This design comes from an exercise in tuning for small area and a short achievable clock period on the open sky130 flow, not from production work.
No functional check of the RTL was part of any run shown here.
Power and IR drop assume default switching activity.

==> design.v <==
module AluShiftBit (
   input    wire[3:0]   d,
   input    wire[1:0]   sh,
   output   wire        t
   );
   assign t = d[3 - sh];
endmodule
module AluPair (
   input    wire[1:0]   tA,
   input    wire[1:0]   b,
   input    wire[3:0]   u,
   input    wire        gP,
   input    wire        gN,
   input    wire        ci,
   output   wire[1:0]   x,
   output   wire        co
   );
   wire [1:0] l = { u[{ tA[1], b[1] }], u[{ tA[0], b[0] }] };
   wire [1:0] g = tA & (( b & { 2 { gP }} ) | ( ~b & { 2 { gN }} ));
   wire       c1 = g[0] | ( l[0] & ci );
   assign x  = l ^ { c1, ci };
   assign co = g[1] | ( l[1] & c1 );
endmodule
module AluStage2 (
   input    wire[31:0]  x,
   input    wire[15:0]  g,
   input    wire        inv,
   output   wire[31:0]  r,
   output   wire        co
   );
   wire [15:0] p;
   genvar j;
   generate
      for ( j = 0; j < 16; j = j + 1 ) begin : gp
         assign p[j] = x[2*j+1] & x[2*j];
      end
   endgenerate
   wire [15:0] g1, p1, g2, p2, g3, p3, g4;
   generate
      for ( j = 0; j < 16; j = j + 1 ) begin : sk
         if ( j % 2 == 1 ) begin : l1a
            assign g1[j] = g[j] | ( p[j] & g[j-1] );
            assign p1[j] = p[j] & p[j-1];
         end else begin : l1b
            assign g1[j] = g[j];
            assign p1[j] = p[j];
         end
         if ( j % 4 >= 2 ) begin : l2a
            assign g2[j] = g1[j] | ( p1[j] & g1[j - j % 4 + 1] );
            assign p2[j] = p1[j] & p1[j - j % 4 + 1];
         end else begin : l2b
            assign g2[j] = g1[j];
            assign p2[j] = p1[j];
         end
         if ( j % 8 >= 4 ) begin : l3a
            assign g3[j] = g2[j] | ( p2[j] & g2[j - j % 8 + 3] );
            assign p3[j] = p2[j] & p2[j - j % 8 + 3];
         end else begin : l3b
            assign g3[j] = g2[j];
            assign p3[j] = p2[j];
         end
         if ( j >= 8 ) begin : l4a
            assign g4[j] = g3[j] | ( p3[j] & g3[7] );
         end else begin : l4b
            assign g4[j] = g3[j];
         end
      end
   endgenerate
   wire [15:0] cin = { g4[14:0], 1'b0 };
   generate
      for ( j = 0; j < 16; j = j + 1 ) begin : inc
         assign r[2*j]   = x[2*j] ^ cin[j] ^ inv;
         assign r[2*j+1] = x[2*j+1] ^ ( cin[j] & x[2*j] ) ^ inv;
      end
   endgenerate
   assign co = g4[15];
endmodule
module Vcpu32Alu (
   input    wire          clk,
   input    wire[0:31]    a,
   input    wire[0:31]    b,
   input    wire[0:7]     ac,
   output   wire[0:31]    r,
   output   wire          c,
   output   wire          n,
   output   wire          z,
   output   wire          err
   );
   wire [31:0] A    = a;
   wire [31:0] B    = b;
   wire        cin  = ac[0];
   wire        invB = ac[1];
   wire [1:0]  sh   = ac[3:4];
   wire [2:0]  op   = ac[5:7];
   wire isAdd  = ( op == 3'd3 );
   wire selA   = ( op == 3'd1 );
   wire selB   = ( op == 3'd2 );
   wire selAnd = ( op == 3'd5 );
   wire selOr  = ( op == 3'd6 );
   wire selXor = ( op == 3'd7 );
   wire [3:0]  fT = { selA | selB | selAnd | selOr,          
                      selA | isAdd | selOr | selXor,         
                      selB | isAdd | selOr | selXor,         
                      1'b0 };                                
   wire [3:0]  uT = invB ? { fT[2], fT[3], fT[0], fT[1] } : fT;
   wire        gP = isAdd & ~invB;                          
   wire        gN = isAdd & invB;                           
   wire        cinA = cin & isAdd;
   wire [34:0] Ax = { A, 3'b000 };
   wire [31:0] tA;
   wire [31:0] gSum;
   wire [15:0] gCo;
   genvar i;
   generate
      for ( i = 0; i < 32; i = i + 1 ) begin : sb
         AluShiftBit S ( .d( Ax[i+3:i] ), .sh( sh ), .t( tA[i] ));
      end
      for ( i = 0; i < 16; i = i + 1 ) begin : pr
         AluPair P ( .tA( tA[2*i+1:2*i] ), .b( B[2*i+1:2*i] ), .u( uT ), .gP( gP ), .gN( gN ),
                     .ci( i == 0 ? cinA : 1'b0 ), .x( gSum[2*i+1:2*i] ), .co( gCo[i] ));
      end
   endgenerate
   reg [31:0]   s1X;
   reg [15:0]   s1G;
   reg          s1Inv;
   always @( posedge clk ) begin
      s1X   <= gSum;
      s1G   <= gCo;
      s1Inv <= ac[2];
   end
   wire [31:0] rOut;
   wire        rCo;
   AluStage2 U2 ( .x( s1X ), .g( s1G ), .inv( s1Inv ), .r( rOut ), .co( rCo ));
   reg [31:0] s2R;
   reg        s2C;
   always @( posedge clk ) begin
      s2R <= rOut;
      s2C <= rCo;
   end
   assign r   = s2R;
   assign c   = s2C;
   assign n   = s2R[31];
   assign z   = ( s2R == 32'd0 );
   assign err = 1'b0;
endmodule
==> flow/run.sh <==
#!/bin/bash
# Layout flow: the standard layout (standard.sh, the standard synthesis and ORFS steps unchanged),
# except that each input and output port is buffered with a plain sky130_fd_sc_hd__buf_N cell
# (PORT_BUF below) rather than the delay buffer that buffer_ports picks by default.
# The whole make output goes to standard_flow.log in the work folder; ORFS's per-step logs are
# under orfs/logs/.
set -euo pipefail
cd "$(dirname "${BASH_SOURCE[0]}")/.."
PORT_BUF=sky130_fd_sc_hd__buf_1
export BUFFER_PORTS_ARGS="-buffer_cell ${PORT_BUF}"
bash standard.sh finish > standard_flow.log 2>&1
==> standard.sh <==
#!/bin/bash
# synth_recipe.tcl (not shown) runs the flow's synth.tcl, then flattens the netlist and writes it again
# the make line also repeats each setting of config.mk as NAME=value (left out here)
make -C /OpenROAD-flow-scripts/flow DESIGN_CONFIG=/design/flow/config.mk WORK_HOME=/design/flow/orfs CLKGATE_MAP_FILE= SYNTH_SCRIPT=/design/flow/synth_recipe.tcl "${@:-finish}"
==> config.mk <==
export PLATFORM = sky130hd
export DESIGN_NAME = Vcpu32Alu
export DESIGN_NICKNAME = Vcpu32Alu
export VERILOG_FILES = /design/flow/design.v
export SDC_FILE = /design/flow/constraint.sdc
export NUM_CORES = 4
export LEC_CHECK = 0
export CAP_MARGIN = 20
export CORE_MARGIN = 2
export CORE_UTILIZATION = 40
export CTS_BUF_LIST = sky130_fd_sc_hd__clkbuf_4 sky130_fd_sc_hd__clkbuf_8
export SETUP_SLACK_MARGIN = 3.0
export SLEW_MARGIN = 20
export SYNTH_HIERARCHICAL = 1
==> constraint.sdc <==
create_clock -name core_clock -period 5.5 [get_ports {clk}]
set_input_delay 1.1000 -clock core_clock [delete_from_list [all_inputs] [get_ports {clk}]]
set_output_delay 1.1000 -clock core_clock [all_outputs]
set_load 0.01 [all_outputs]
==> summary.md, run 1 <==
| Metric | Value |
|---|---|
| Simple logic cell fraction of the synthesized area | `4.30%` |
| Initial antenna violation count | `0` |
| Slowest stage delay, CP | `500 ps` |
| Setup CP Type | `input pin to register` |
| Synth Area in Compound Gates | `8.51%` |
| Synth Area in XOR/XNOR | `7.91%` |
| Hold Crit Depth | `1` |
| Final ANT Viol Nets | `0` |
| Ranking of synthesized cells by area | `dfxtp_1 (32%), mux4_2 (28%), ha_1 (12%)` |
| Vias in the first global route | `3688` |
| Die area | `13900 um2` |
| Synth warnings | `7` |
| Sw Share | `32.3%` |
| Clk network pwr share | `23.5%` |
| # IOs | `109` |
| Starting Density | `41.1%` |
| P_int | `1.37 mW` |
| Synth cell types | `41` |
| Inserted Diodes | `0` |
| H-tree Lvls | `3` |
| Final setup violation count | `0` |
| Leak Pwr | `2.75 nW` |
| Die height | `118 um` |
| Pin count of the biggest net entering global routing | `33` |
| Maxcap violations | `0` |
| GP Congestion | `between 0.8 and 0.9` |
| Layout Cells excl Fill | `703` |
| Residual DRC count | `0` |
| Total global routing overflow | `0` |
| Most common cell in the netlist | `dfxtp_1` |
| Pre-antenna DRT Iters | `4` |
| Die W | `118 um` |
| Mapped Cells | `380` |
| Hpwl dp | `between 8000 and 9000 um` |
| R2R depth | `8` |
| TNS Setup | `0 ps` |
| CORE AREA | `12700 um2` |
| Top-area cell type share of the netlist area | `31.5%` |
| Num CTS Buffers | `9` |
| Main synth FF type | `dfxtp_1` |
| Worst hold slack | `between 400 and 500 ps` |
| Sequential Power Share | `44.0%` |
| Slew Viols, Final | `0` |
| Adder-cell area share of the yosys netlist | `between 10% and 20%` |
| First-pass GRT wire length | `20000 um` |
| Maximum vdd drop | `0.000119 V` |
| Avg WL per Cell | `17.9 um` |
| Worst Setup End Kind | `register` |
| Post-synth ARST share | `0%` |
| Hold Path Class | `register to register` |
| Ratio of total power to cell area | `309 nW/um2` |
| Worst-path clk slew | `80 ps` |
| Synth area leader | `dfxtp_1` |
| Row cnt | `41` |
| Area growth, synth to finish | `25.7%` |
| CTS tree | `yes` |
| Worst slack, placed | `around 2100 ps` |
| Hold bufs inserted after CTS | `0` |
| Fmax achieved | `373 MHz` |
| Largest buffer count on any clock path | `2` |
| Seq/Total Area, Yosys | `31.5%` |
| Root buffer cell | `clkbuf_8` |
| Crit-path max FO | `3` |
| Synth Register Bits | `82` |
| Slowest cell on the critical path | `mux4_2` |
| Share of cells above drive strength 1 | `27.9%` |
| Total power | `about 2.0 mW` |
| Final WL | `12600 um` |
| Data arrival time of the critical path | `between 2000 and 3000 ps` |
| Rel. slew slack | `between 40% and 50%` |
| Post-synth EDFFs | `0` |
| CP required | `5760 ps` |
| Crit-path cells | `buf_8 -> mux2_4 -> mux2_4 -> mux4_2 -> ha_4 -> a21o_1 -> ha_2 -> a21o_1` |
| Largest family of logic cells by synthesized area | `multiplexers` |
| Via density | `5.49` |
| DRT iter0 DRCs | `323` |
| NumNets Final | `647` |
| # port buffers | `107` |
| Mean Syn Cell Area | `13.7 um2` |
| Reg-to-reg slack, setup | `about 3300 ps` |
| Dpl cells | `about 680` |
| Via count | `3861` |
| Post-route setup slack | `approximately 2800 ps` |
| Worst Max-Slew Pin Slew | `873 ps` |
| Gr usage total | `18.2%` |
| Mux contribution to synthesized area | `35.3%` |
| Post-synth top cells | `dfxtp_1 (82), mux4_2 (64), ha_1 (48)` |
| Final min period | `between 2000 and 3000 ps` |
| Final hold violations | `0` |
| RSZ-0062 raised after global routing | `yes` |
| Final period util | `48.8%` |
| Cell depth of the worst setup path | `8` |
| CP Buf/Inv Count | `1` |
| Final Skew | `roughly 14 ps` |
| Skew-Pair Late Insertion Delay | `about 360 ps` |
| Net Sw Power | `about 0.65 mW` |
| Mapped cell area | `5200 um2` |
| Startpoint types | `input pin` |
| Crit path max-delay family | `multiplexers` |
| Comb pwr share | `32.4%` |
| CTS sink count | `82` |
| Outcome | `complete, no violations` |
per-module statistics from Yosys, one instance, submodules excluded:
module	times used	cell area [um2]	cells inside
Vcpu32Alu	1	1820	105
AluStage2	1	946	115
AluPair	16	108	8
AluShiftBit	32	22.5	1
final cells by class:
type / instances / area, um2
fillers: 1134 / 6130
multi-input cells: 315 / 3910
flip-flops and latches: 82 / 1640
repair buffers: 116 / 544
well taps: 172 / 215
clock buffers: 11 / 145
clock inverters: 5 / 77.6
inverters: 2 / 7.51
layer usage:
layer / track usage, % / vias up / routed length (um) / part of all wire, %
met5: 0 / - / 0 / 0
met3: 3.88 / 11 / 925 / 7.4
li1: - / 1817 / - / -
met2: 26.8 / 146 / 5820 / 46
met4: 6.93 / 0 / 187 / 1.5
met1: 26.1 / 1887 / 5650 / 45
kinds of logic (layout without fill, tap and decap cells):
| group | count (synthesis) | after routing |
|---|---|---|
| multiplexers | 99 | 103 |
| flip-flops | 82 | 82 |
| AO/OA/AOI/OAI | 59 | 59 |
| adder cells (fa/ha/maj) | 48 | 48 |
| XOR/XNOR | 47 | 47 |
| AND/OR/NAND/NOR | 36 | 36 |
| buffers and inverters | 8 | 134 |
| other | 1 | 22 |
power by group through the flow:
stage               logic [mW]  clock network, mW  registers (mW)
detailed placement       0.604                  0           0.889
CTS                      0.633              0.487           0.882
global placement         0.593                  0           0.888
floorplan                0.358                  0           0.907
finish                   0.657              0.476           0.891
global route             0.722              0.517           0.916
flip-flops by register name, summed over array words and instances, names as in the netlist:
register	count
s1G	16
s1Inv	1
s1X	32
s2C	1
s2R	32
layout by cell type, fill, tap and decap left out, types with 3 or more instances in the layout:
cell type,synthesis,layout
buf_1,0,101
dfxtp_1,82,80
mux4_2,64,64
a21o_1,34,34
mux2_1,32,32
xnor2_1,30,30
ha_1,48,23
conb_1,1,22
xor2_1,17,17
ha_2,0,14
ha_4,0,11
clkbuf_8,0,11
mux2_4,1,7
nor2_1,7,7
a31oi_1,6,6
buf_4,2,6
nor4_1,9,4
nand4_1,4,4
o21ai_0,4,4
nor4_2,0,3
nand2_1,3,3
a31o_2,3,3
buf_6,0,3
stage by stage:
step / utilization [%] / cell area (um2)
after floorplan: - / 5360
after global placement: 47.0 / 5960
after detailed placement: 47.1 / 5970
after CTS: 50.3 / 6370
after global routing: 51.7 / 6550
final: 51.7 / 6550
what timing repair did:
| item | in CTS | in global routing |
|---|---|---|
| setup endpoints to repair | 49 | 44 |
| setup buffers | 4 | 1 |
| cloned | 3 | 2 |
| gates resized for setup | 27 | 16 |
| pin swaps | 3 | 1 |
final timing paths:
kind,from,end
worst max-delay path,ac[5],s1G[0]
worst min-delay path,s1X[0],s2R[0]
worst max register to register,s1X[5],s2R[25]
worst min register to register,s1X[0],s2R[0]
==> run 2: changes to the inputs <==
==> flow/run.sh (replaced) <==
#!/bin/bash
# Layout flow: the standard layout (standard.sh: the standard synthesis script and ORFS steps), with
# two changes:
#  - each input and output port is buffered with a plain sky130_fd_sc_hd__buf_1 (PORT_BUF) rather than
#    the delay buffer that buffer_ports picks by default;
#  - the 4-input multiplexer cells (slow select inputs) are added to the platform's don't-use list
#    (EXTRA_DONT_USE), so synthesis builds the A pre-shift from 2-input multiplexers.
# The whole make output goes to standard_flow.log in the work folder; ORFS's per-step logs are
# under orfs/logs/.
set -euo pipefail
cd "$(dirname "${BASH_SOURCE[0]}")/.."
PORT_BUF=sky130_fd_sc_hd__buf_1
EXTRA_DONT_USE="sky130_fd_sc_hd__mux4_1 sky130_fd_sc_hd__mux4_2 sky130_fd_sc_hd__mux4_4"
export BUFFER_PORTS_ARGS="-buffer_cell ${PORT_BUF}"
# the platform's own don't-use list, as ORFS's make computes it
PLATFORM_DONT_USE=$(make -s -C "$FLOW_HOME" DESIGN_CONFIG="$PWD/config.mk" WORK_HOME="$PWD/orfs" \
  print-DONT_USE_CELLS 2> dont_use_probe.log | sed -n 's/^DONT_USE_CELLS: *//p')
echo "platform don't-use: $PLATFORM_DONT_USE" > dont_use.log
[[ -n "$PLATFORM_DONT_USE" ]]
bash standard.sh "DONT_USE_CELLS=${PLATFORM_DONT_USE} ${EXTRA_DONT_USE}" finish > standard_flow.log 2>&1
==> summary.md, run 2 <==
| Metric | Value |
|---|---|
| Outcome | `complete, no violations` |
| Final period util | `49.9% (+1.1 points)` |
| Synth cell types | `41 (unchanged)` |
| Final hold violations | `0 (unchanged)` |
| Seq/Total Area, Yosys | `28.9% (-2.7 points)` |
| Pin count of the biggest net entering global routing | `45 (+36%)` |
| Worst Max-Slew Pin Slew | `1010 ps (+139 ps)` |
| H-tree Lvls | `3 (unchanged)` |
| CP Buf/Inv Count | `1 (unchanged)` |
| # port buffers | `107 (unchanged)` |
| Maxcap violations | `0 (unchanged)` |
| Leading cell type in the layout, fill and taps excluded | `mux2i_1` |
| Crit path max-delay family | `simple AND/OR/NAND/NOR gates` |
| Worst slack, placed | `2130 ps (+18.9 ps)` |
| Dpl cells | `816 (+21%)` |
| Worst Hold Path EP | `s2R[1]` |
| CP required | `4400 ps (-1360 ps)` |
| Slew Viols, Final | `0 (unchanged)` |
| Post-synth top cells | `mux2i_1 (192), dfxtp_1 (82), ha_1 (48)` |
| Total global routing overflow | `0 (unchanged)` |
| Synth area leader | `mux2i_1` |
| Initial antenna violation count | `0 (unchanged)` |
| Post-synth EDFFs | `0 (unchanged)` |
| Startpoint types | `register` |
| First-pass GRT wire length | `24800 um (+24%)` |
| Die area | `15200 um2 (+8.9%)` |
| Num CTS Buffers | `9 (unchanged)` |
| Slowest stage delay, CP | `380 ps (-120 ps)` |
| Most frequent cells in the layout | `mux2i_1 (190), buf_1 (100), dfxtp_1 (79)` |
| Top-area cell type share of the netlist area | `33.8% (+2.3 points)` |
| Worst r2r src | `s1X[11]` |
| Area growth, synth to finish | `21.7%` |
| Worst Setup End Kind | `output pin` |
| Die height | `123 um (+4.4%)` |
| Slowest cell on the critical path | `nor4_4` |
| Mapped cell area | `5690 um2 (+9.2%)` |
| # IOs | `109 (unchanged)` |
| Crit-path max FO | `2 (-1)` |
| Final setup violation count | `0 (unchanged)` |
| Rel. slew slack | `32.5% (-9.3 points)` |
| GP Congestion | `0.793 (-4.7%)` |
| Largest buffer count on any clock path | `2 (unchanged)` |
| DRT iter0 DRCs | `251 (-22%)` |
| Final WL | `15900 um (+26%)` |
| Avg WL per Cell | `18.9 um (+5.9%)` |
| Crit-path cells | `nor4_4 -> nand4_1 -> nor2_1 -> buf_2` |
| Row cnt | `43 (+4.9%)` |
| Most common cell in the netlist | `mux2i_1` |
| Final min period | `2740 ps (+59.4 ps)` |
| Final Skew | `6.87 ps (-7.44 ps)` |
| Worst-path clk slew | `80 ps (about the same)` |
| Via count | `4495 (+16%)` |
| Mean Syn Cell Area | `11.2 um2 (-18%)` |
| NumNets Final | `775 (+20%)` |
| Post-synth ARST share | `0% (unchanged)` |
| Setup CP Type | `register to output pin` |
| Inserted Diodes | `0 (unchanged)` |
| Main synth FF type | `dfxtp_1` |
| Final ANT Viol Nets | `0 (unchanged)` |
| Critical R2R Capture | `s2R[31]` |
| Starting Density | `41.0% (-0.12 points)` |
| Hold_sp | `s1X[1]` |
| Post-route setup slack | `2760 ps (-59.4 ps)` |
| CTS sink count | `82 (unchanged)` |
| Leak Pwr | `3.48 nW (+27%)` |
| CORE AREA | `13900 um2 (+9.5%)` |
| Maximum vdd drop | `0.000143 V (+20%)` |
| Ratio of total power to cell area | `301 nW/um2 (-2.6%)` |
| TNS Setup | `0 ps (unchanged)` |
| Root buffer cell | `clkbuf_8` |
| Final instance area | `6920 um2 (+5.7%)` |
| RSZ-0062 raised after global routing | `yes` |
| Hpwl dp | `10700 um (+20%)` |
| Hold Path Class | `register to register` |
| Residual DRC count | `0 (unchanged)` |
| Data arrival time of the critical path | `1640 ps (-1300 ps)` |
| Share of cells above drive strength 1 | `12.0% (-16 points)` |
| Reg-to-reg slack, setup | `3140 ps (-180 ps)` |
| Fmax achieved | `365 MHz (-2.2%)` |
| Biggest regs | `s1X x32, s2R x32, s1G x16` |
| Ranking of synthesized cells by area | `mux2i_1 (34%), dfxtp_1 (29%), ha_1 (11%)` |
| Vias in the first global route | `4659 (+26%)` |
| Layout Cells excl Fill | `838 (+19%)` |
| Synth Register Bits | `82 (unchanged)` |
| CTS tree | `yes` |
| Total power | `2.08 mW (+3.0%)` |
| Die W | `123 um (+4.4%)` |
| Mapped Cells | `508 (+34%)` |
| R2R depth | `8 (unchanged)` |
| Placed cell areas | `6450 um2 (+8.0%)` |
| Gr usage total | `21.6% (+3.5 points)` |
| Via density | `5.36 (-2.3%)` |
| Hold Crit Depth | `1 (unchanged)` |
| Skew-Pair Late Insertion Delay | `370 ps (about the same)` |
| Synth warnings | `7 (unchanged)` |
| Pre-antenna DRT Iters | `4 (unchanged)` |
## run 2: power breakdown
group	total, mW	switching, mW	leakage (nW)	internal, mW
combinational	0.696	0.375	2.68	0.321
clock	0.504	0.226	0.108	0.278
sequential	0.885	0.121	0.688	0.763
## run 2: timing repair
action / in CTS / in global routing
gates resized for setup: 17 / 17
setup buffers: 2 / 2
pin swaps: 3 / 2
cloned: 2 / 1
hold buffers: 0 / 0
endpoints found under the setup margin: 46 / 39
## run 2: how the worst max path moves through the flow
stage | from | end | depth (start not counted)
6_report | s2R[2] | z | 4
2_1_floorplan | ac[5] | s1G[0] | 8
3_5_place_dp | ac[3] | s1X[24] | 7
3_3_place_gp | ac[3] | s1X[30] | 7
5_1_grt | s2R[2] | z | 4
4_1_cts | s2R[2] | z | 4
## run 2: area by class of cell
type | instances | area [um2]
repair buffers | 118 | 579
flip-flops and latches | 82 | 1650
clock inverters | 4 | 75.1
inverters | 2 | 7.51
fillers | 1300 | 6960
multi-input cells | 441 | 4240
clock buffers | 11 | 151
well taps | 180 | 225
## run 2: worst reg2reg max path, stage by stage (launching register included)
cell and delay (ps):
dfxtp_1 360, a311o_1 370, a31oi_1 290, nor2_1 150, o21ai_0 390, a21boi_0 180, ha_1 230, xnor2_1 180
xnor2_1 80
## run 2: Yosys stat by module (local to each module, per instance)
module | copies in the design | cells inside | cell area [um2] | flip-flops and latches
AluShiftBit | 32 | 3 | 30.0 | 0
Vcpu32Alu | 1 | 105 | 1820 | 82
AluStage2 | 1 | 115 | 946 | 0
AluPair | 16 | 12 | 123 | 0
## run 2: metrics by stage
step | hold WS [ps] | utilization, %
4_1_cts | 422 | 49.2
3_5_place_dp | 410 | 46.4
3_3_place_gp | 413 | 46.4
2_1_floorplan | 406 | -
6_report | 420 | 49.9
5_1_grt | 439 | 49.9
## run 2: kinds of logic (layout without fill, tap and decap cells)
family / Yosys count / after routing / synth area share (%)
other cells: 1 / 22 / 0.0660
compound gates: 59 / 59 / 7.79
xor+xnor: 47 / 47 / 7.24
flops: 82 / 82 / 28.9
fa+ha+maj: 48 / 48 / 10.6
mux: 227 / 229 / 40.8
buf+inv: 8 / 135 / 0.726
simple gates: 36 / 36 / 3.94
## run 2: routing by layer
layer	track usage [%]	routed length, um
met5	0	0
met4	7.53	270
met1	27.0	6940
met3	3.04	596
met2	37.9	8070

-- re-timing with driven ports --
How much do the figures lean on ideal ports? The routed layouts below were timed once more, with nothing changed but the port constraints. Step 1: set_driving_cell puts a clkbuf_16 on clk and a buf_2 on each other input, an assumption about the parent block. Step 2 moves the port delays by t, midway between the first and last clock arrival at a register: inputs arrive t later, outputs are due t later. That takes back most of the time a late clock gives input paths. Three values: ideal, step 1, step 2; two values: the first two.
run	t, ns	slack for setup (ns)	hold slack, ns	worst setup path at the end	cell pins on the clock port's net
run 1	0.390	2.817 / 2.813 / 2.424	0.464 / 0.464 / 0.464	input to register	1
run 2	0.403	2.758 / 2.724 / 2.594	0.420 / 0.420 / 0.420	input to register	1
After both steps setup and hold are still met in every run listed. The setup slack of run 1, which loses most, moves by -0.004 ns with the drivers and by -0.393 ns with both steps.
